Background: an optimization exercise with open tools, aiming at small area, a short achievable clock period and few clock cycles. Do not read the settings as production practice. In this exercise RTL edits were held to simulation tests only and were not proved equivalent to the original. Power figures rest on the tool's default switching activity, not on a simulated workload.

## design/flow/design.v

```verilog
module mips(
    input clk,
    input reset,
    input [31:0] i_inst_rdata,
    input [31:0] m_data_rdata,
    output [31:0] i_inst_addr,
    output [31:0] m_data_addr,
    output [31:0] m_data_wdata,
    output [3 :0] m_data_byteen,
    output [31:0] m_inst_addr,
    output w_grf_we,
    output [4:0] w_grf_addr,
    output [31:0] w_grf_wdata,
    output [31:0] w_inst_addr
);
    reg [31:0] pc;                        
    reg [31:0] ir, x_pc;                  
    reg [31:0] m_pc, m_res, m_wd;         
    reg [3:0]  m_be;
    reg [4:0]  m_rd;
    reg        m_we, m_ld;
    reg [1:0]  m_lt;                      
    reg [31:0] w_pc, w_wd;                
    reg [4:0]  w_rd;
    reg        w_we;
    assign i_inst_addr   = pc;
    assign m_data_addr   = m_res;
    assign m_data_wdata  = m_wd;
    assign m_data_byteen = m_be;
    assign m_inst_addr   = m_pc;
    assign w_grf_we      = w_we;
    assign w_grf_addr    = w_rd;
    assign w_grf_wdata   = w_wd;
    assign w_inst_addr   = w_pc;
    wire [5:0]  op = ir[31:26];
    wire [5:0]  fn = ir[5:0];
    wire [4:0]  rs = ir[25:21];
    wire [4:0]  rt = ir[20:16];
    wire [4:0]  rd = ir[15:11];
    wire [15:0] imm = ir[15:0];
    wire rtype  = (op == 6'h00);
    wire i_add  = rtype & (fn == 6'h20);
    wire i_sub  = rtype & (fn == 6'h22);
    wire i_and  = rtype & (fn == 6'h24);
    wire i_or   = rtype & (fn == 6'h25);
    wire i_slt  = rtype & (fn == 6'h2a);
    wire i_sltu = rtype & (fn == 6'h2b);
    wire i_jr   = rtype & (fn == 6'h08);
    wire i_mult = rtype & (fn == 6'h18);
    wire i_multu= rtype & (fn == 6'h19);
    wire i_div  = rtype & (fn == 6'h1a);
    wire i_divu = rtype & (fn == 6'h1b);
    wire i_mfhi = rtype & (fn == 6'h10);
    wire i_mthi = rtype & (fn == 6'h11);
    wire i_mflo = rtype & (fn == 6'h12);
    wire i_mtlo = rtype & (fn == 6'h13);
    wire i_ori  = (op == 6'h0d);
    wire i_andi = (op == 6'h0c);
    wire i_addi = (op == 6'h08);
    wire i_lui  = (op == 6'h0f);
    wire i_lw   = (op == 6'h23);
    wire i_lh   = (op == 6'h21);
    wire i_lb   = (op == 6'h20);
    wire i_sw   = (op == 6'h2b);
    wire i_sh   = (op == 6'h29);
    wire i_sb   = (op == 6'h28);
    wire i_beq  = (op == 6'h04);
    wire i_bne  = (op == 6'h05);
    wire i_jal  = (op == 6'h03);
    wire r_alu  = i_add | i_sub | i_and | i_or | i_slt | i_sltu;
    wire load   = i_lw | i_lh | i_lb;
    wire store  = i_sw | i_sh | i_sb;
    wire md_op  = i_mult | i_multu | i_div | i_divu;
    wire hl_op  = md_op | i_mfhi | i_mflo | i_mthi | i_mtlo;
    wire use_rs = r_alu | i_jr | md_op | i_mthi | i_mtlo | i_ori | i_andi | i_addi |
                  load | store | i_beq | i_bne;
    wire use_rt = r_alu | md_op | store | i_beq | i_bne;
    wire [4:0] dst = (r_alu | i_mfhi | i_mflo) ? rd :
                     (i_ori | i_andi | i_addi | i_lui | load) ? rt :
                     i_jal ? 5'd31 : 5'd0;
    wire [31:0] rf_rs, rf_rt;
    reg reset_q;
    always @(posedge clk) reset_q <= reset;
    regfile rf (.clk(clk), .reset(reset_q), .ra1(rs), .ra2(rt),
                .we(w_we), .wa(w_rd), .wd(w_wd), .rd1(rf_rs), .rd2(rf_rt));
    wire m_fwd_rs = m_we & (m_rd != 5'd0) & (m_rd == rs);
    wire m_fwd_rt = m_we & (m_rd != 5'd0) & (m_rd == rt);
    wire w_fwd_rs = w_we & (w_rd != 5'd0) & (w_rd == rs);
    wire w_fwd_rt = w_we & (w_rd != 5'd0) & (w_rd == rt);
    wire [31:0] vs = m_fwd_rs ? m_res : w_fwd_rs ? w_wd : rf_rs;
    wire [31:0] vt = m_fwd_rt ? m_res : w_fwd_rt ? w_wd : rf_rt;
    wire md_busy;
    wire ld_haz = m_ld & ((use_rs & m_fwd_rs) | (use_rt & m_fwd_rt));
    wire stall  = ld_haz | ((i_mfhi | i_mflo | i_mthi | i_mtlo) & md_busy);
    wire        imm_z = i_ori | i_andi;
    wire [31:0] ext   = {{16{imm[15] & ~imm_z}}, imm};
    wire [31:0] b     = (r_alu | store & 1'b0) ? vt : ext;
    wire        sub   = i_sub | i_slt | i_sltu;
    wire [32:0] sum   = {1'b0, vs} + {1'b0, sub ? ~b : b} + {32'd0, sub};
    wire        lt_s  = (vs[31] ^ b[31]) ? vs[31] : sum[31];
    wire        lt_u  = ~sum[32];
    wire [31:0] hl_val;
    wire [31:0] res = (i_and | i_andi) ? (vs & b) :
                      (i_or  | i_ori)  ? (vs | b) :
                      i_slt  ? {31'd0, lt_s} :
                      i_sltu ? {31'd0, lt_u} :
                      i_lui  ? {imm, 16'd0} :
                      (i_mfhi | i_mflo) ? hl_val :
                      i_jal  ? pc4 :
                      sum[31:0];
    wire        eq     = (vs == vt);
    wire        taken  = (i_beq & eq) | (i_bne & ~eq) | i_jal | i_jr;
    wire [31:0] pc4, btgt;
    wire        pc4_co, btgt_co;
    assign pc4[1:0]  = pc[1:0];
    assign btgt[1:0] = pc[1:0];
    rc_add #(.W(30)) pc_inc (.a(pc[31:2]), .b(30'd0), .ci(1'b1), .s(pc4[31:2]), .co(pc4_co));
    rc_add #(.W(30)) br_add (.a(pc[31:2]), .b({{14{imm[15]}}, imm}), .ci(1'b0), .s(btgt[31:2]), .co(btgt_co));
    wire [31:0] target = i_jr ? vs : i_jal ? {x_pc[31:28], ir[25:0], 2'b00} : btgt;
    wire go = ~stall;
    muldiv md (.clk(clk), .reset(reset_q),
               .start_mul(go & (i_mult | i_multu)), .start_div(go & (i_div | i_divu)),
               .sgn(i_mult | i_div), .a(vs), .b(vt),
               .wr_hi(go & i_mthi), .wr_lo(go & i_mtlo),
               .rd_hi(i_mfhi), .busy(md_busy), .rdata(hl_val));
    wire [1:0] al = sum[1:0];
    wire [3:0] be = i_sw ? 4'b1111 :
                    i_sh ? (al[1] ? 4'b1100 : 4'b0011) :
                    i_sb ? (4'b0001 << al) : 4'b0000;
    wire [31:0] sdat = i_sw ? vt : i_sh ? {2{vt[15:0]}} : {4{vt[7:0]}};
    reg [31:0] ldat;
    always @(*) begin
        case (m_lt)
            2'd1: ldat = m_res[1] ? {{16{m_data_rdata[31]}}, m_data_rdata[31:16]}
                                  : {{16{m_data_rdata[15]}}, m_data_rdata[15:0]};
            2'd2: case (m_res[1:0])
                      2'd0: ldat = {{24{m_data_rdata[7]}},  m_data_rdata[7:0]};
                      2'd1: ldat = {{24{m_data_rdata[15]}}, m_data_rdata[15:8]};
                      2'd2: ldat = {{24{m_data_rdata[23]}}, m_data_rdata[23:16]};
                      default: ldat = {{24{m_data_rdata[31]}}, m_data_rdata[31:24]};
                  endcase
            default: ldat = m_data_rdata;
        endcase
    end
    always @(posedge clk) begin
        if (reset) begin
            pc <= 32'h00003000;
            ir[31:26] <= 6'd0;
            ir[5:0] <= 6'd0;
            m_we <= 1'b0; m_ld <= 1'b0; m_be <= 4'd0;
            w_we <= 1'b0;
        end else begin
            if (!stall) begin
                pc   <= taken ? target : pc4;
                ir   <= i_inst_rdata;
                x_pc <= pc;
            end
            m_we <= ~stall & (dst != 5'd0);
            m_ld <= ~stall & load;
            m_be <= stall ? 4'd0 : be;
            w_we <= m_we;
        end
        m_pc  <= x_pc;
        m_res <= res;
        m_wd  <= sdat;
        m_rd  <= dst;
        m_lt  <= i_lh ? 2'd1 : i_lb ? 2'd2 : 2'd0;
        w_pc  <= m_pc;
        w_rd  <= m_rd;
        w_wd  <= m_ld ? ldat : m_res;
    end
endmodule
module regfile(
    input clk,
    input reset,
    input [4:0] ra1,
    input [4:0] ra2,
    input we,
    input [4:0] wa,
    input [31:0] wd,
    output [31:0] rd1,
    output [31:0] rd2
);
    wire [31:0] q [0:31];
    wire [31:0] wdz = reset ? 32'd0 : wd;
    assign q[0] = 32'd0;
    genvar i;
    generate for (i = 1; i < 32; i = i + 1) begin : r
        reg [31:0] v;
        always @(posedge clk)
            if (reset | (we & (wa == i))) v <= wdz;
        assign q[i] = v;
    end endgenerate
    assign rd1 = q[ra1];
    assign rd2 = q[ra2];
endmodule
module muldiv #(parameter MW = 8) (
    input clk,
    input reset,
    input start_mul,
    input start_div,
    input sgn,
    input [31:0] a,
    input [31:0] b,
    input wr_hi,
    input wr_lo,
    input rd_hi,
    output busy,
    output [31:0] rdata
);
    reg [31:0] hi, lo, ma, mb;
    reg neg_hi, neg_lo, msgn, mfirst, mbusy, dbusy;
    reg [4:0] mk;
    reg [4:0] dcnt;
    assign busy = mbusy | dbusy;
    wire [31:0] rv = rd_hi ? hi : lo;
    wire        rn = rd_hi ? neg_hi : neg_lo;
    cneg rneg (.x(rv), .n(rn), .y(rdata));
    localparam NC = 32 / MW;
    function [4:0] nch(input [31:0] x, input s);
        integer c;
        reg [31:0] hs, hz;
        begin
            nch = NC - 1;
            for (c = NC - 2; c >= 0; c = c - 1) begin
                hs = $signed(x) >>> (MW * (c + 1) - 1);
                hz = x >> (MW * (c + 1));
                if (s ? (&hs | ~|hs) : ~|hz) nch = c;
            end
        end
    endfunction
    wire [4:0] na = nch(a, sgn);
    wire [4:0] nb = nch(b, sgn);
    wire       swp = na < nb;
    wire [MW-1:0] ch = mb[mk*MW +: MW];
    wire        cs = msgn & mfirst;
    wire signed [32:0] sma = {msgn & ma[31], ma};
    wire signed [MW:0] sch = {cs & ch[MW-1], ch};
    wire signed [63:0] sma64 = sma;
    wire signed [63:0] sch64 = sch;
    wire [63:0] acc_in = mfirst ? 64'd0 : {hi, lo};
    wire [63:0] acc    = (acc_in << MW) + sma64 * sch64;
    wire sn = sgn & a[31];
    wire sd = sgn & b[31];
    wire [31:0] an, ad;
    cneg aneg (.x(a), .n(sn), .y(an));
    cneg bneg (.x(b), .n(sd), .y(ad));
    function [5:0] clz(input [31:0] x);
        integer i;
        begin
            clz = 6'd32;
            for (i = 0; i < 32; i = i + 1)
                if (x[i]) clz = 6'd31 - i;
        end
    endfunction
    wire [6:0] sh   = {1'b0, clz(ad)} - {1'b0, clz(an)};
    wire       dnow = sh[6];                   
    wire       bz   = ~|b;
    wire [31:0] dsh = ad << sh[4:0];
    wire [31:0] df;
    wire        dge;                           
    rc_add #(.W(32)) dsub (.a(hi), .b(~ma), .ci(1'b1), .s(df), .co(dge));
    always @(posedge clk) begin
        if (reset) begin
            hi <= 32'd0; lo <= 32'd0;
            neg_hi <= 1'b0; neg_lo <= 1'b0;
            mbusy <= 1'b0; dbusy <= 1'b0;
        end else if (start_mul) begin
            ma <= swp ? b : a;
            mb <= swp ? a : b;
            mk <= swp ? na : nb;
            msgn <= sgn; mfirst <= 1'b1; mbusy <= 1'b1; dbusy <= 1'b0;
            neg_hi <= 1'b0; neg_lo <= 1'b0;
        end else if (start_div) begin
            if (dnow | bz) begin
                hi <= bz ? 32'd0 : a; lo <= 32'd0;
                mbusy <= 1'b0; dbusy <= 1'b0;
                neg_hi <= 1'b0; neg_lo <= 1'b0;
            end else begin
                hi <= an; lo <= 32'd0;
                ma <= dsh;
                dcnt <= sh[4:0];
                dbusy <= 1'b1; mbusy <= 1'b0;
                neg_hi <= sn; neg_lo <= sn ^ sd;
            end
        end else if (mbusy) begin
            {hi, lo} <= acc;
            mfirst <= 1'b0;
            mk <= mk - 5'd1;
            if (mk == 5'd0) mbusy <= 1'b0;
        end else if (dbusy) begin
            if (dge) hi <= df;
            lo <= {lo[30:0], dge};
            ma <= {1'b0, ma[31:1]};
            dcnt <= dcnt - 5'd1;
            if (dcnt == 5'd0) dbusy <= 1'b0;
        end else begin
            if (wr_hi) begin hi <= a; neg_hi <= 1'b0; end
            if (wr_lo) begin lo <= a; neg_lo <= 1'b0; end
        end
    end
endmodule
module rc_add #(parameter W = 32) (
    input [W-1:0] a,
    input [W-1:0] b,
    input ci,
    output [W-1:0] s,
    output co
);
    wire [W:0] c;
    assign c[0] = ci;
    genvar i;
    generate for (i = 0; i < W; i = i + 1) begin : gb
        assign s[i]   = a[i] ^ b[i] ^ c[i];
        assign c[i+1] = (a[i] & b[i]) | (c[i] & (a[i] ^ b[i]));
    end endgenerate
    assign co = c[W];
endmodule
module cneg (
    input [31:0] x,
    input n,
    output [31:0] y
);
    wire [31:0] low;
    assign low[0] = 1'b0;
    genvar i;
    generate for (i = 1; i < 32; i = i + 1) begin : gb
        assign low[i] = low[i-1] | x[i-1];
    end endgenerate
    assign y = x ^ ({32{n}} & low);
endmodule
```

## design/flow/standard.sh

```bash
#!/bin/bash
# synth_recipe.tcl (not shown) runs the flow's synth.tcl, then flattens the netlist and writes it again
# the make line also repeats each setting of config.mk as NAME=value (left out here)
make -C /OpenROAD-flow-scripts/flow DESIGN_CONFIG=/design/flow/config.mk WORK_HOME=/design/flow/orfs CLKGATE_MAP_FILE= SYNTH_SCRIPT=/design/flow/synth_recipe.tcl "${@:-finish}"
```

## design/flow/config.mk

```make
export PLATFORM = sky130hd
export DESIGN_NAME = mips
export DESIGN_NICKNAME = mips
export VERILOG_FILES = /design/flow/design.v
export SDC_FILE = /design/flow/constraint.sdc
export NUM_CORES = 4
export LEC_CHECK = 0
export CAP_MARGIN = 30
export CELL_PAD_IN_SITES_DETAIL_PLACEMENT = 1
export CELL_PAD_IN_SITES_GLOBAL_PLACEMENT = 2
export CORE_MARGIN = 2
export CORE_UTILIZATION = 40
export CTS_CLUSTER_DIAMETER = 100
export CTS_CLUSTER_SIZE = 16
export SLEW_MARGIN = 40
```

## design/flow/flow/run.sh

```bash
#!/bin/bash
# The standard layout (the standard.sh, standard synthesis), except that
# the input and output ports are buffered with buf_2 cells rather than the
# placer's default choice. Each tool's output is in standard_flow.log.
set -euo pipefail
export BUFFER_PORTS_ARGS="-buffer_cell sky130_fd_sc_hd__buf_2"
bash standard.sh "BUFFER_PORTS_ARGS=-buffer_cell sky130_fd_sc_hd__buf_2" finish > standard_flow.log 2>&1
```

## design/flow/constraint.sdc

```tcl
create_clock -name core_clock -period 100.0 [get_ports {clk}]
set_input_delay 20.0000 -clock core_clock [delete_from_list [all_inputs] [get_ports {clk}]]
set_output_delay 20.0000 -clock core_clock [all_outputs]
set_load 0.01 [all_outputs]
```

==> impl_metrics.toml, run 1 <==
[final_layout]
finalNonFillerCells = 11600
drive_above_1_share_pct = 13.3
nNetsFinal = 9278
post-route-util_pct = 44.9
area_growth_pct = 11.5

[synth]
syn_area_sq_um = 87300
synth_edf_count = 1120
synth_area_leaders = "edfxtp_1, fa_1, dfxtp_1"
synth_top_area_cell = "edfxtp_1"
synth_top_area_share_pct = 38.5
async_flop_share_pct = 0
syn_inst = 8591
yosys.cell_types.count = 101
synth_seq_area_share_pct = 45.2
yosysWarnings = 3
ys_ff_latch = 1412
syn_avg_cell_area_sq_um = 10.2
synth_ff_type = "edfxtp_1"
syn_nets = 9174

[min_path]
min_from = "x_pc[13]$_DFFE_PP_"
hold_class = "register to register"
timing.hold.worst_path_depth = 0
hold_path_end = "m_pc[13]$_DFF_P_"

[worst_setup_path]
cp_cell_sequence = "buf_2"
path_max_fanout = 6
critPathLaunchType = "register"
cp_data_required_time_ns = 80.00
path_buf_inv = 1
r2r_cells = 43
critical-path-slowest-cell = "dfxtp_1"
r2r-start = "md.ma[0]$_DFFE_PP_"
cp-end-kind = "output port"
cp.arrival_ns = 2.05
max_stage_delay_ns = 0.92
path_class = "register to output port"
crit_family = "flip-flops"
timing.rr.end = "md.hi[31]$_SDFFE_PP0P_"
regToRegSetupSlack_ns = 85.24

[clocking]
cts.sinks = 1412
ctsResizeCount = 0
hold_buffers = 0
cts_buffers = 108
clk_path_buf_depth = 3
clk_latency_ns = 0.89
root_buffer = "clkbuf_16"
cts-htree-levels = 3
cts_tree = "built"
cts_setup_buffers = 0
clk_pin_slew_ns = 0.08

[grt]
antenna_found_initial = 62
grt_pass1_wl_mm = 689
grt_pass1_vias = 80900
overflow = 0
grt_use_total_pct = 44.6
grt_max_degree = 77

[route]
drtIter0Drc = 12700
drc = 0
top_layer = "met5"
met3_length_mm = 57.9
wl_met2_mm = 221
viasPerCell = 7.13
drtPass1Iterations = 7
wl_met1_mm = 181
ant_nets = 0
wl_per_cell_um = 43.8
vias = 83000
drt-total-wl_mm = 509

[placement]
place.gp.congestion = 0.982
io_buffers = 267
dp_cells = 11400
dp_hpwl_mm = 335

[power]
internal_power_mw = 1.16
ir_worst_vdd_v = 0.0000190
p_sw_uw = 807
p_leak_nw = 37.7
power_mw = 1.97
clkPwrFrac_pct = 22.6
sw_frac_of_total_pct = 41.0
share_comb_of_total_power_pct = 34.9
p_per_area_nw_per_um2 = 20.2
seq_power_share_pct = 42.5

[timing]
setup_violations = 0
fin_crit_sh_pct = 22.0
fmax_mhz = 45.4
fin_crit_ns = 22.05
max-slew-margin-rel_pct = 33.4
rsz0062_at_grt = "false"
slew_viol_final = 0
skew_ns = 0.0915
tightest_slew_ns = 0.998
final_hold_viol_count = 0
finalSetupTns_ns = 0

[floorplanning]
die-area_sq_um = 222000
start_util_pct = 40.2
die_y_um = 471
die_x_um = 471
fp.coreArea_sq_um = 217000
io_pins = 268
rows = 171

[flow_run]
cap_violations = 0

[status]
status = "no timing/DRC/antenna violations"
## layer usage
layer / global-route usage, % / vias to the layer above
met2: 67.2 / 6236
met5: 0.368 / -
met1: 53.6 / 42200
met4: 35.2 / 36
met3: 12.5 / 1986
li1: - / 32600
## synth_stat cells (all sizes together) (27+ instances only)
cell type	instances
a221o	27
a222oi	53
nand2b	54
fa	301
ha	216
nor3	178
nand3	661
o21ai	230
nor2	602
buf	177
and2	44
edfxtp	1120
nor4	67
o21bai	35
xor2	117
nand2	564
or3	35
o31ai	28
a22oi	418
and4	37
a211oi	105
a31oi	89
a21oi	426
inv	353
nand4	234
mux2i	132
and3	355
clkbuf	502
or2	46
xnor2	188
or4	28
dfxtp	292
a22o	111
a21o	83
nor2b	97
a221oi	69
o211ai	64
a2111oi	80
## how the worst max path moves through the flow
stage	cells after the start	to	slack, ns	startpoint
final	1	w_grf_wdata[9]	77.95	w_wd[9]$_DFF_P_
after global routing	1	w_grf_wdata[9]	77.98	w_wd[9]$_DFF_P_
after CTS	1	w_grf_wdata[9]	78.01	w_wd[9]$_DFF_P_
after detailed placement	5	ir[6]$_DFFE_PP_	77.74	reset
after global placement	5	ir[10]$_DFFE_PP_	77.82	reset
after floorplan	3	ir[10]$_DFFE_PP_	78.19	reset
## cell families after synthesis
| logic type | count (synthesis) | share of synthesized area (%) |
|---|---|---|
| AOI/OAI and AO/OA | 2058 | 16.7 |
| xor gates and xnor gates | 305 | 3.06 |
| adders and majority gates | 517 | 10.0 |
| buffers and inverters | 1051 | 4.73 |
| DFF | 1412 | 45.2 |
| muxes | 177 | 2.42 |
| and+or+nand+nor | 3071 | 17.9 |
## stage by stage
stage | hold WS [ns] | setup slack, ns | cell area (sq um)
2_1_floorplan | 0.323 | 78.19 | 87300
3_3_place_gp | 0.329 | 77.82 | 93200
3_5_place_dp | 0.330 | 77.74 | 93900
4_1_cts | 0.346 | 78.01 | 97100
5_1_grt | 0.353 | 77.98 | 97200
6_report | 0.347 | 77.95 | 97300
## flip-flops by register name (all words and copies together) (netlist names), 32 cells and up
| name | cells |
|---|---|
| md.mb | 32 |
| m_wd | 32 |
| m_res | 32 |
| md.ma | 32 |
| w_pc | 32 |
| md.hi | 32 |
| m_pc | 32 |
| rf.r.v | 992 |
| md.lo | 32 |
| ir | 32 |
| w_wd | 32 |
| pc | 32 |
| x_pc | 32 |
## placed cells by master (no fill, tap or decap), types with 64 or more instances in the layout
master and count:
a2111oi_0 74, a211oi_1 102, a21o_1 72, a21oi_1 419, a22o_1 111, a22oi_1 418, a31oi_1 82, and3_1 352
buf_2 272, buf_4 350, clkbuf_16 110, dfxtp_1 288, edfxtp_1 1120, fa_1 301, ha_1 216, inv_1 348
mux2i_1 128, nand2_1 563, nand3_1 657, nand4_1 232, nor2_1 540, nor2b_1 67, nor3_1 168, o211ai_1 64
o21ai_0 214, xnor2_1 186, xor2_1 116
## power by group through the flow
| stage | registers (mW) | logic (mW) | clock network (mW) |
|---|---|---|---|
| floorplan | 0.817 | 0.336 | 0 |
| global placement | 0.838 | 0.650 | 0 |
| detailed placement | 0.842 | 0.658 | 0 |
| CTS | 0.829 | 0.661 | 0.445 |
| global route | 0.840 | 0.703 | 0.462 |
| finish | 0.836 | 0.687 | 0.446 |
## final cells by class
type / instances / area [sq um]
diodes: 36 / 90.1
clock buffers: 141 / 2870
clock inverters: 24 / 347
fillers: 23700 / 120000
inverters: 372 / 1400
multi-input cells: 6128 / 44900
flip-flops and latches: 1412 / 39500
well taps: 2854 / 3570
repair buffers: 673 / 4690
Testbench counts, summed over its fixed seeds: cycles 98,879.
==> run 2: changes to the inputs <==
--- a/design/flow/design.v
+++ b/design/flow/design.v
@@ -23,14 +23,17 @@
     reg [31:0] w_pc, w_wd;                
     reg [4:0]  w_rd;
     reg        w_we;
-    assign i_inst_addr   = pc;
-    assign m_data_addr   = m_res;
+    reg [31:0] pc_o, m_res_o, w_wd_o;
+    reg [4:0]  w_rd_o;
+    reg        w_we_o;
+    assign i_inst_addr   = pc_o;
+    assign m_data_addr   = m_res_o;
     assign m_data_wdata  = m_wd;
     assign m_data_byteen = m_be;
     assign m_inst_addr   = m_pc;
-    assign w_grf_we      = w_we;
-    assign w_grf_addr    = w_rd;
-    assign w_grf_wdata   = w_wd;
+    assign w_grf_we      = w_we_o;
+    assign w_grf_addr    = w_rd_o;
+    assign w_grf_wdata   = w_wd_o;
     assign w_inst_addr   = w_pc;
     wire [5:0]  op = ir[31:26];
     wire [5:0]  fn = ir[5:0];
@@ -145,29 +148,36 @@
     always @(posedge clk) begin
         if (reset) begin
             pc <= 32'h00003000;
+            pc_o <= 32'h00003000;
             ir[31:26] <= 6'd0;
             ir[5:0] <= 6'd0;
             m_we <= 1'b0; m_ld <= 1'b0; m_be <= 4'd0;
             w_we <= 1'b0;
+            w_we_o <= 1'b0;
         end else begin
+            pc   <= stall ? pc_o : taken ? target : pc4;
+            pc_o <= stall ? pc   : taken ? target : pc4;
             if (!stall) begin
-                pc   <= taken ? target : pc4;
                 ir   <= i_inst_rdata;
                 x_pc <= pc;
             end
             m_we <= ~stall & (dst != 5'd0);
             m_ld <= ~stall & load;
             m_be <= stall ? 4'd0 : be;
-            w_we <= m_we;
+            w_we <= m_we & (m_rd != 5'd0);
+            w_we_o <= m_we;
         end
         m_pc  <= x_pc;
         m_res <= res;
+        if (!stall & (load | store)) m_res_o <= res;
         m_wd  <= sdat;
         m_rd  <= dst;
         m_lt  <= i_lh ? 2'd1 : i_lb ? 2'd2 : 2'd0;
         w_pc  <= m_pc;
         w_rd  <= m_rd;
+        if (m_we) w_rd_o <= m_rd;
         w_wd  <= m_ld ? ldat : m_res;
+        if (m_we) w_wd_o <= m_ld ? ldat : m_res;
     end
 endmodule
 module regfile(
==> design/flow/run.sh (new file) <==
#!/bin/bash
# synth_recipe.tcl (not shown) runs the flow's synth.tcl, then flattens the netlist and writes it again
# the make line also repeats each setting of config.mk as NAME=value (left out here)
make -C /OpenROAD-flow-scripts/flow DESIGN_CONFIG=/design/flow/config.mk WORK_HOME=/design/flow/orfs CLKGATE_MAP_FILE= SYNTH_SCRIPT=/design/flow/synth_recipe.tcl finish
removed: design/flow/flow/run.sh
removed: design/flow/standard.sh
==> run 2 against run 1 <==
  * Still clean
  * Power rose by 14%
  * Via count rose by 1.7%
  * Fmax rose by 0.97%
  * Clock power rose by 2%
  * First-iteration DRC count rose by 4.4%
  * Critical path depth did not move
  * Die area rose by 3.5%
  * Sequential share of layout area rose by 0.74 points
  * Global-route usage fell by 0.94 points
  * Critical path type unchanged
==> impl_metrics.toml, run 2 <==
[grt]
grt_max_degree = 83
grt_pass1_vias = 82400
antenna_found_initial = 78
overflow = 0
grt_pass1_wl_mm = 698
grt_use_total_pct = 43.7

[route]
drc = 0
drtPass1Iterations = 8
viasPerCell = 7.10
ant_nets = 0
wl_per_cell_um = 43.4
drt-total-wl_mm = 516
vias = 84400
drtIter0Drc = 13300

[status]
status = "no timing/DRC/antenna violations"

[floorplanning]
die_x_um = 479
start_util_pct = 40.2
rows = 174
fp.coreArea_sq_um = 225000
die-area_sq_um = 230000
die_y_um = 479
io_pins = 268

[final_layout]
post-route-util_pct = 45.5
drive_above_1_share_pct = 10.1
nNetsFinal = 9363
top_register = "rf.r.v"
area_growth_pct = 13.1
largest_reg_flops = 992
finalNonFillerCells = 11900
layout_commonest_cell = "edfxtp_1"
layout_common_cells = "edfxtp_1, and3_1, nor2_1"

[worst_setup_path]
r2r_cells = 42
path_buf_inv = 1
cp.arrival_ns = 1.83
crit_family = "buffers and inverters"
regToRegSetupSlack_ns = 85.53
path_class = "register to output port"
critPathLaunchType = "register"
cp-end-kind = "output port"
max_stage_delay_ns = 0.66
path_max_fanout = 2
cp_data_required_time_ns = 80.00
critical-path-slowest-cell = "clkdlybuf4s50_1"
timing.rr.end = "md.hi[30]$_SDFFE_PP0P_"
cp_cell_sequence = "clkdlybuf4s50_1"
r2r-start = "md.ma[1]$_DFFE_PP_"

[synth]
synthTopCellsByCount = "edfxtp_1, and3_1, nor2_1"
yosys.cell_types.count = 102
synth_top_area_share_pct = 39.5
synth_ff_type = "edfxtp_1"
syn_area_sq_um = 90300
synth_seq_area_share_pct = 46.7
syn_inst = 8686
syn_nets = 9269
syn_avg_cell_area_sq_um = 10.4
synth_most_common_cell = "edfxtp_1"
synth_area_leaders = "edfxtp_1, dfxtp_1, fa_1"
ys_ff_latch = 1514
synth_top_area_cell = "edfxtp_1"
async_flop_share_pct = 0
yosysWarnings = 3
synth_edf_count = 1189

[timing]
tightest_slew_ns = 1.07
skew_ns = 0.146
fin_crit_ns = 21.83
finalWorstSetupSlack_ns = 78.17
rsz0062_at_grt = "false"
finalSetupTns_ns = 0
fin_crit_sh_pct = 21.8
slew_viol_final = 0
fmax_mhz = 45.8
max-slew-margin-rel_pct = 28.4
final_hold_viol_count = 0
setup_violations = 0

[power]
p_leak_nw = 39.6
p_per_area_nw_per_um2 = 22.0
ir_worst_vdd_v = 0.0000307
power_mw = 2.24

[clocking]
root_buffer = "clkbuf_16"
cts_setup_buffers = 0
cts_buffers = 111
cts_tree = "built"
cts.sinks = 1514
hold_buffers = 0
clk_latency_ns = 0.91
clk_pin_slew_ns = 0.08
cts-htree-levels = 3
ctsResizeCount = 0
clk_path_buf_depth = 3

[placement]
place.gp.congestion = 0.947
dpl_worst_slack_ns = 77.96
io_buffers = 267
dp_cells = 11700
dp_hpwl_mm = 341

[min_path]
hold_class = "register to register"
timing.hold.worst_path_depth = 0
hold_path_end = "m_pc[6]$_DFF_P_"
min_from = "x_pc[6]$_DFFE_PP_"

[flow_run]
cap_violations = 0
run 2: cell count changes after synthesis, moves of 35 or more:
cell	before	now
nand3_1	659	199
and3_1	355	703
a22oi_1	418	575
a2111oi_0	76	178
nand4_1	232	140
a22o_1	111	21
nor2_1	602	673
edfxtp_1	1120	1189
xnor2_1	188	233
xor2_1	117	74
a31oi_1	89	54
run 2: area by class of cell:
type | count | area [sq um]
sequential | 1514 | 42200
multi-input combinational | 6122 | 45600
inverter | 382 | 1430
fill | 24300 | 122000
clock buffer | 145 | 2910
clock inverter | 21 | 380
antenna | 55 | 138
timing repair buffer | 649 | 5750
tap | 2992 | 3740
run 2: power breakdown:
part | switching (mW) | internal [mW]
clock | 0.248 | 0.209
sequential | 0.100 | 0.816
combinational | 0.623 | 0.248
total | 0.971 | 1.27
run 2: cell families (layout without fill, tap and decap cells):
family                   count (synthesis)  count (layout)  synth area share, %
XOR/XNOR                               308             308                 2.99
adder cells (fa/ha/maj)                517             517                 9.66
multiplexers                           158             158                 1.92
flip-flops                            1514            1514                 46.7
other                                    0              55                    0
AO/OA/AOI/OAI                         2260            2260                 17.7
buffers and inverters                 1050            1197                 4.55
AND/OR/NAND/NOR                       2879            2879                 16.4
run 2: layer usage:
| layer | global-route usage, % | part of all wire, % |
|---|---|---|
| met1 | 52.8 | 36 |
| met5 | 0 | 0.038 |
| met4 | 31.5 | 8.9 |
| met3 | 12.0 | 11 |
| met2 | 67.1 | 44 |
run 2: worst max-delay path by stage:
stage / from / end / slack [ns] / cells after the start
floorplan: reset / ir[10]$_DFFE_PP_ / 77.31 / 1
global placement: m_data_rdata[7] / w_wd_o[11]$_DFFE_PP_ / 77.98 / 6
detailed placement: m_data_rdata[7] / w_wd_o[10]$_DFFE_PP_ / 77.96 / 6
CTS: pc_o[25]$_SDFF_PP0_ / i_inst_addr[25] / 78.16 / 1
global route: pc_o[27]$_SDFF_PP0_ / i_inst_addr[27] / 78.10 / 1
finish: pc_o[27]$_SDFF_PP0_ / i_inst_addr[27] / 78.17 / 1
run 2: stage by stage:
stage / hold slack (ns) / cell area [sq um]
3_3_place_gp: 0.326 / 98000
3_5_place_dp: 0.329 / 98700
4_1_cts: 0.344 / 102000
2_1_floorplan: 0.323 / 90300
6_report: 0.343 / 102000
5_1_grt: 0.359 / 102000
Testbench counts of run 2, summed over its fixed seeds: cycles 98,879.
==> run 3: changes to the inputs <==
--- a/design/flow/design.v
+++ b/design/flow/design.v
@@ -23,17 +23,14 @@
     reg [31:0] w_pc, w_wd;                
     reg [4:0]  w_rd;
     reg        w_we;
-    reg [31:0] pc_o, m_res_o, w_wd_o;
-    reg [4:0]  w_rd_o;
-    reg        w_we_o;
-    assign i_inst_addr   = pc_o;
-    assign m_data_addr   = m_res_o;
+    assign i_inst_addr   = pc;
+    assign m_data_addr   = m_res;
     assign m_data_wdata  = m_wd;
     assign m_data_byteen = m_be;
     assign m_inst_addr   = m_pc;
-    assign w_grf_we      = w_we_o;
-    assign w_grf_addr    = w_rd_o;
-    assign w_grf_wdata   = w_wd_o;
+    assign w_grf_we      = w_we;
+    assign w_grf_addr    = w_rd;
+    assign w_grf_wdata   = w_wd;
     assign w_inst_addr   = w_pc;
     wire [5:0]  op = ir[31:26];
     wire [5:0]  fn = ir[5:0];
@@ -148,36 +145,29 @@
     always @(posedge clk) begin
         if (reset) begin
             pc <= 32'h00003000;
-            pc_o <= 32'h00003000;
             ir[31:26] <= 6'd0;
             ir[5:0] <= 6'd0;
             m_we <= 1'b0; m_ld <= 1'b0; m_be <= 4'd0;
             w_we <= 1'b0;
-            w_we_o <= 1'b0;
         end else begin
-            pc   <= stall ? pc_o : taken ? target : pc4;
-            pc_o <= stall ? pc   : taken ? target : pc4;
             if (!stall) begin
+                pc   <= taken ? target : pc4;
                 ir   <= i_inst_rdata;
                 x_pc <= pc;
             end
             m_we <= ~stall & (dst != 5'd0);
             m_ld <= ~stall & load;
             m_be <= stall ? 4'd0 : be;
-            w_we <= m_we & (m_rd != 5'd0);
-            w_we_o <= m_we;
+            w_we <= m_we;
         end
         m_pc  <= x_pc;
         m_res <= res;
-        if (!stall & (load | store)) m_res_o <= res;
         m_wd  <= sdat;
         m_rd  <= dst;
         m_lt  <= i_lh ? 2'd1 : i_lb ? 2'd2 : 2'd0;
         w_pc  <= m_pc;
         w_rd  <= m_rd;
-        if (m_we) w_rd_o <= m_rd;
         w_wd  <= m_ld ? ldat : m_res;
-        if (m_we) w_wd_o <= m_ld ? ldat : m_res;
     end
 endmodule
 module regfile(
==> design/flow/flow/run.sh (new file) <==
#!/bin/bash
# The standard layout (the standard.sh, standard synthesis) with two
# changes to how it is made, none to the constraints:
#  - the input and output ports are buffered with buf_2 cells rather than
#    the placer's default choice;
#  - ORFS's timing repair aims for 78.4 ns of setup slack at the design's
#    100 ns clock (a 21.6 ns path), so that it sizes up and buffers the
#    paths to and from the ports; gate cloning is off, so every register
#    stays as synthesis made it (only its drive strength may change).
# Each tool's full output is in standard_flow.log (and ORFS's own logs).
set -euo pipefail
export BUFFER_PORTS_ARGS="-buffer_cell sky130_fd_sc_hd__buf_2"
export SETUP_SLACK_MARGIN=78.4
export SKIP_GATE_CLONING=1
bash standard.sh "BUFFER_PORTS_ARGS=-buffer_cell sky130_fd_sc_hd__buf_2" \
  "SETUP_SLACK_MARGIN=78.4" "SKIP_GATE_CLONING=1" finish > standard_flow.log 2>&1
==> design/flow/standard.sh (new file) <==
#!/bin/bash
# synth_recipe.tcl (not shown) runs the flow's synth.tcl, then flattens the netlist and writes it again
# the make line also repeats each setting of config.mk as NAME=value (left out here)
make -C /OpenROAD-flow-scripts/flow DESIGN_CONFIG=/design/flow/config.mk WORK_HOME=/design/flow/orfs CLKGATE_MAP_FILE= SYNTH_SCRIPT=/design/flow/synth_recipe.tcl "${@:-finish}"
removed: design/flow/run.sh
==> run 3 against run 2 <==
  * First-iteration DRC count decreased by 1.5%
  * Sequential share of layout area decreased by 0.72 points
  * Worst setup slack improved by 0.24 ns
  * Die area decreased by 3.4%
  * Power decreased by 12%
  * Clock skew decreased by 0.059 ns
  * Final area decreased by 4.8%
  * Synthesized cell count decreased by 1.1%
  * Wire length decreased by 0.72%
  * Final cell count decreased by 2.0%
==> impl_metrics.toml, run 3 <==
[status]
status = "no timing/DRC/antenna violations"

[clocking]
clk_pin_slew_ns = 0.08
clk_path_buf_depth = 3
cts_tree = "built"
cts-htree-levels = 3
hold_buffers = 0
clk_latency_ns = 0.86
root_buffer = "clkbuf_16"
cts_buffers = 105
cts.sinks = 1412

[worst_setup_path]
path_buf_inv = 1
critPathLaunchType = "register"
cp-end-kind = "output port"
path_max_fanout = 4
cp_cell_sequence = "buf_2"
timing.rr.end = "md.hi[31]$_SDFFE_PP0P_"
cp.arrival_ns = 1.59
path_class = "register to output port"
cp_data_required_time_ns = 80.00
max_stage_delay_ns = 0.54
r2r-start = "md.ma[0]$_DFFE_PP_"
r2r_cells = 43
crit_start = "w_wd[1]$_DFF_P_"
regToRegSetupSlack_ns = 85.20
crit_family = "flip-flops"
critical-path-slowest-cell = "dfxtp_2"

[final_layout]
fillers = 23700
post-route-util_pct = 44.9
drive_above_1_share_pct = 13.4
layout_commonest_cell = "edfxtp_1"
layout_common_cells = "edfxtp_1, nand3_1, nand2_1"
largest_reg_flops = 992
nNetsFinal = 9281
top_register = "rf.r.v"
area_growth_pct = 11.5
finalNonFillerCells = 11600

[synth]
async_flop_share_pct = 0
syn_avg_cell_area_sq_um = 10.2
ys_ff_latch = 1412
synth_top_area_share_pct = 38.5
yosys.cell_types.count = 101
yosysWarnings = 3
synthTopCellsByCount = "edfxtp_1, nand3_1, nor2_1"
syn_nets = 9174
synth_most_common_cell = "edfxtp_1"
syn_inst = 8591
synth_top_area_cell = "edfxtp_1"
syn_area_sq_um = 87300
synth_seq_area_share_pct = 45.2
synth_edf_count = 1120
synth_ff_type = "edfxtp_1"
synth_area_leaders = "edfxtp_1, fa_1, dfxtp_1"

[grt]
grt_max_degree = 92
antenna_found_initial = 56
grt_pass1_wl_mm = 690
grt_use_total_pct = 44.7
grt_pass1_vias = 81300
overflow = 0

[timing]
slew_viol_final = 0
skew_ns = 0.0869
fin_crit_ns = 21.59
tightest_slew_ns = 1.03
hold_ws_ns = 0.344
max-slew-margin-rel_pct = 30.7
final_hold_viol_count = 0
rsz0062_at_grt = "false"
finalSetupTns_ns = 0
setup_violations = 0
fmax_mhz = 46.3
fin_crit_sh_pct = 21.6
finalWorstSetupSlack_ns = 78.41

[power]
ir_worst_vdd_v = 0.0000221
p_per_area_nw_per_um2 = 20.3
p_leak_nw = 37.7

[route]
drtIter0Drc = 13100
wl_per_cell_um = 44.0
drt-total-wl_mm = 512
drtPass1Iterations = 7
viasPerCell = 7.16
drc = 0
ant_nets = 0
vias = 83300

[flow_run]
cap_violations = 0

[floorplanning]
die_y_um = 471
start_util_pct = 40.2
rows = 171
io_pins = 268
die-area_sq_um = 222000
die_x_um = 471
fp.coreArea_sq_um = 217000

[placement]
dp_hpwl_mm = 335
dp_cells = 11400
io_buffers = 267
place.gp.congestion = 0.974
dpl_worst_slack_ns = 77.75

[min_path]
timing.hold.worst_path_depth = 0
hold_class = "register to register"
min_from = "m_pc[2]$_DFF_P_"
hold_path_end = "w_pc[2]$_DFF_P_"
run 3: cell families after synthesis:
logic type | count (synthesis) | synth area share [%]
and+or+nand+nor | 3071 | 17.9
AOI/OAI and AO/OA | 2058 | 16.7
DFF | 1412 | 45.2
buffers and inverters | 1051 | 4.73
adders and majority gates | 517 | 10.0
xor gates and xnor gates | 305 | 3.06
muxes | 177 | 2.42
run 3: timing repair:
action / in CTS / in global routing
gates cloned: 0 / 0
resized for setup: 26 / 4
setup buffers: 0 / 1
setup endpoints to repair: 24 / 5
run 3: worst max-delay path by stage:
| stage | cells past startpoint | slack (ns) | end |
|---|---|---|---|
| final | 1 | 78.41 | w_grf_wdata[1] |
| after CTS | 1 | 78.33 | w_grf_wdata[5] |
| after floorplan | 3 | 78.44 | ir[10]$_DFFE_PP_ |
| after global placement | 5 | 77.80 | ir[6]$_DFFE_PP_ |
| after detailed placement | 5 | 77.75 | ir[6]$_DFFE_PP_ |
| after global routing | 2 | 78.41 | w_grf_wdata[3] |
run 3: per-layer routing:
metal / track usage (%) / up-vias / share of wire, %
met3: 12.7 / 2071 / 12
met2: 67.1 / 6417 / 43
met4: 36.1 / 42 / 9.8
li1: - / 32600 / -
met5: 0 / - / 0.060
met1: 53.6 / 42200 / 36
run 3: where the power goes:
part | internal [mW] | switching (mW)
Combinational | 0.199 | 0.497
Clock | 0.208 | 0.236
Sequential | 0.760 | 0.0757
run 3: stage by stage:
| stage | instance area, sq um | power (mW) |
|---|---|---|
| after global placement | 93300 | 1.49 |
| after global routing | 97300 | 2.01 |
| final | 97300 | 1.98 |
| after CTS | 97000 | 1.94 |
| after detailed placement | 93800 | 1.50 |
| after floorplan | 87300 | 1.15 |
run 3: final cells by class:
cell class / count / area (sq um) / area share, %
Sequential cell: 1412 / 39500 / 40.6
Timing Repair Buffer: 679 / 4750 / 4.88
Multi-Input combinational cell: 6128 / 44800 / 46.1
Clock buffer: 138 / 2790 / 2.87
Clock inverter: 23 / 388 / 0.399
Tap cell: 2854 / 3570 / 3.67
Inverter: 372 / 1400 / 1.44
Antenna cell: 33 / 82.6 / 0.0848
Testbench counts of run 3, summed over its fixed seeds: cycles 98,879.
==> run 4: changes to the inputs <==
--- a/design/flow/design.v
+++ b/design/flow/design.v
@@ -194,7 +194,7 @@
     assign rd1 = q[ra1];
     assign rd2 = q[ra2];
 endmodule
-module muldiv #(parameter MW = 8) (
+module muldiv #(parameter MW = 4) (
     input clk,
     input reset,
     input start_mul,
==> run 4 against run 3 <==
  * Final cell count down 0.88%
  * Hold slack better by 0.0027 ns
  * Highest routed layer unchanged
  * First-iteration DRC count down 5.7%
  * Worst setup slack worse by 0.021 ns
  * Critical endpoint is now w_grf_wdata[13]
  * Clock skew down 0.030 ns
  * Fmax hardly changed
  * Utilization is essentially flat
  * Final area is 2.2% lower
  * Critical path depth unchanged
  * Register-to-register slack improved by 0.39 ns
==> impl_metrics.toml, run 4 <==
[status]
status = "no timing/DRC/antenna violations"

[floorplanning]
io_pins = 268
start_util_pct = 40.3
die-area_sq_um = 218000
die_y_um = 467
fp.coreArea_sq_um = 212000
die_x_um = 467
rows = 169

[final_layout]
top_register = "rf.r.v"
largest_reg_flops = 992
finalNonFillerCells = 11500
layout_common_cells = "edfxtp_1, nand3_1, nor2_1"
post-route-util_pct = 44.8
layout_commonest_cell = "edfxtp_1"
nNetsFinal = 9071
area_growth_pct = 11.2
drive_above_1_share_pct = 13.8

[placement]
io_buffers = 267
dp_cells = 11300
dp_hpwl_mm = 346
place.gp.congestion = 0.982

[synth]
syn_area_sq_um = 85600
yosysWarnings = 3
synth_area_leaders = "edfxtp_1, dfxtp_1, nand3_1"
synth_most_common_cell = "edfxtp_1"
syn_inst = 8507
syn_nets = 8943
async_flop_share_pct = 0
synth_top_area_share_pct = 39.3
synth_seq_area_share_pct = 46.1
synth_edf_count = 1120
yosys.cell_types.count = 112
synthTopCellsByCount = "edfxtp_1, nand3_1, nor2_1"
synth_ff_type = "edfxtp_1"
ys_ff_latch = 1412
synth_top_area_cell = "edfxtp_1"
syn_avg_cell_area_sq_um = 10.1

[power]
p_leak_nw = 35.8
power_mw = 1.98
p_per_area_nw_per_um2 = 20.8
ir_worst_vdd_v = 0.0000194

[route]
drtIter0Drc = 12400
drtPass1Iterations = 9
viasPerCell = 7.14
drt-total-wl_mm = 509
vias = 82400
drc = 0
wl_per_cell_um = 44.1
ant_nets = 0

[timing]
tightest_slew_ns = 1.02
rsz0062_at_grt = "false"
finalSetupTns_ns = 0
fmax_mhz = 46.3
fin_crit_ns = 21.61
setup_violations = 0
slew_viol_final = 0
max-slew-margin-rel_pct = 32.3
hold_ws_ns = 0.346
fin_crit_sh_pct = 21.6
final_hold_viol_count = 0
skew_ns = 0.0572

[min_path]
hold_class = "register to register"
hold_path_end = "m_pc[7]$_DFF_P_"
timing.hold.worst_path_depth = 0
min_from = "x_pc[7]$_DFFE_PP_"

[clocking]
cts_setup_buffers = 0
cts-htree-levels = 3
root_buffer = "clkbuf_16"
clk_path_buf_depth = 3
hold_buffers = 0
clk_latency_ns = 0.83
clk_pin_slew_ns = 0.08
cts_buffers = 104
cts.sinks = 1412
cts_tree = "built"

[grt]
grt_pass1_vias = 80500
grt_use_total_pct = 45.5
grt_max_degree = 83
grt_pass1_wl_mm = 687
antenna_found_initial = 51
overflow = 0

[worst_setup_path]
path_class = "register to output port"
cp-end-kind = "output port"
regToRegSetupSlack_ns = 85.59
cp.arrival_ns = 1.61
r2r_cells = 42
critical-path-slowest-cell = "dfxtp_2"
critPathLaunchType = "register"
crit_family = "flip-flops"
cp_data_required_time_ns = 80.00
r2r-start = "md.ma[0]$_DFFE_PP_"
path_max_fanout = 7
cp_cell_sequence = "buf_2"
max_stage_delay_ns = 0.56
path_buf_inv = 1
timing.rr.end = "md.hi[26]$_SDFFE_PP0P_"

[flow_run]
cap_violations = 0
## run 4: layout make-up
type                    count  area [sq um]
fillers                 23400        117000
multi-input cells        6171         43200
flip-flops and latches   1412         39500
repair buffers            682          4880
well taps                2821          3530
clock buffers             137          2790
inverters                 264           991
clock inverters            17           211
diodes                     32          80.1
## run 4: worst reg2reg max path, delay by kind of cell, from the launching register on
kind                       cells  cell delay [ns]
AOI/OAI and AO/OA              4             0.75
adders and majority gates     32            12.10
DFF                            1             0.52
buffers and inverters          4             0.63
and+or+nand+nor                2             0.26
## run 4: cells by family after synthesis
group           count (synthesis)  share of synthesized area (%)
simple gates                 3288                           20.0
compound gates               2007                           16.5
flops                        1412                           46.1
buf+inv                       924                           4.83
fa+ha+maj                     370                           6.85
xor+xnor                      311                           3.18
mux                           195                           2.57
## run 4: where the power goes
part | switching (mW) | total [mW] | leakage (nW) | internal (mW)
Sequential | 0.0764 | 0.836 | 13.8 | 0.760
Combinational | 0.510 | 0.711 | 20.6 | 0.201
Clock | 0.235 | 0.432 | 1.45 | 0.197
Total | 0.822 | 1.98 | 35.8 | 1.16
## run 4: timing repair
action	4_1_cts	5_1_grt
setup endpoints to repair	17	3
cloned	0	0
pin swaps	0	0
resized for setup	18	3
## run 4: worst max-delay path by stage
stage / start / to / slack (ns) / cells after the start
after global routing: m_res[19]$_DFF_P_ / m_data_addr[19] / 78.40 / 1
after floorplan: reset / ir[10]$_DFFE_PP_ / 78.55 / 2
final: w_wd[13]$_DFF_P_ / w_grf_wdata[13] / 78.39 / 1
after detailed placement: reset / ir[20]$_DFFE_PP_ / 77.96 / 4
after global placement: reset / ir[20]$_DFFE_PP_ / 78.00 / 4
after CTS: w_wd[25]$_DFF_P_ / w_grf_wdata[25] / 78.38 / 1
## run 4: routing by layer
metal	vias up	global-route usage [%]	routed length (um)
met5	-	0	133
met4	20	38.6	52300
met3	1993	12.1	55200
met2	6036	69.3	223000
met1	41800	53.3	178000
li1	32500	-	-
## run 4: metrics by stage
step	instance area (sq um)	setup WS [ns]
3_3_place_gp	91200	78.00
2_1_floorplan	85600	78.55
4_1_cts	95100	78.38
6_report	95200	78.39
5_1_grt	95100	78.40
3_5_place_dp	92000	77.96
Testbench counts of run 4, summed over its fixed seeds: cycles 100,997.

==> afterwards: timing with drivers on the ports <==
The results above use ideal ports. As a check the final layouts listed here were re-extracted and re-timed, cells and wires unchanged.
Step 1 (the two cells are an assumption about what drives the block):
set clk [get_ports {clk}]
set_driving_cell -lib_cell sky130_fd_sc_hd__clkbuf_16 $clk
set_driving_cell -lib_cell sky130_fd_sc_hd__buf_2 [delete_from_list [all_inputs] $clk]
Step 2 adds t to the input delays and takes it off the output delays; t is the mean of the earliest and latest rising clock arrival at the registers after step 1. Input paths then give back, and output paths get back, about the clock's delay inside the block.
a / b / c = no drivers / after step 1 / after step 2; a / b = the first two.
run	shift t [ns]	setup WS [ns]	hold WS [ns]	clock arrival spread, ns
run 1	0.931	77.955 / 77.868 / 77.632	0.347 / 0.347 / 0.347	0.093 / 0.093
run 2	0.942	78.166 / 78.064 / 77.925	0.343 / 0.343 / 0.343	0.146 / 0.146
run 3	0.919	78.407 / 78.304 / 77.713	0.344 / 0.344 / 0.344	0.087 / 0.087
run 4	0.904	78.387 / 78.287 / 77.930	0.346 / 0.346 / 0.346	0.062 / 0.062
After both steps setup and hold are still met in every run listed. For run 3, which loses most, drivers alone change the setup slack by -0.103 ns; drivers and shift together by -0.694 ns.
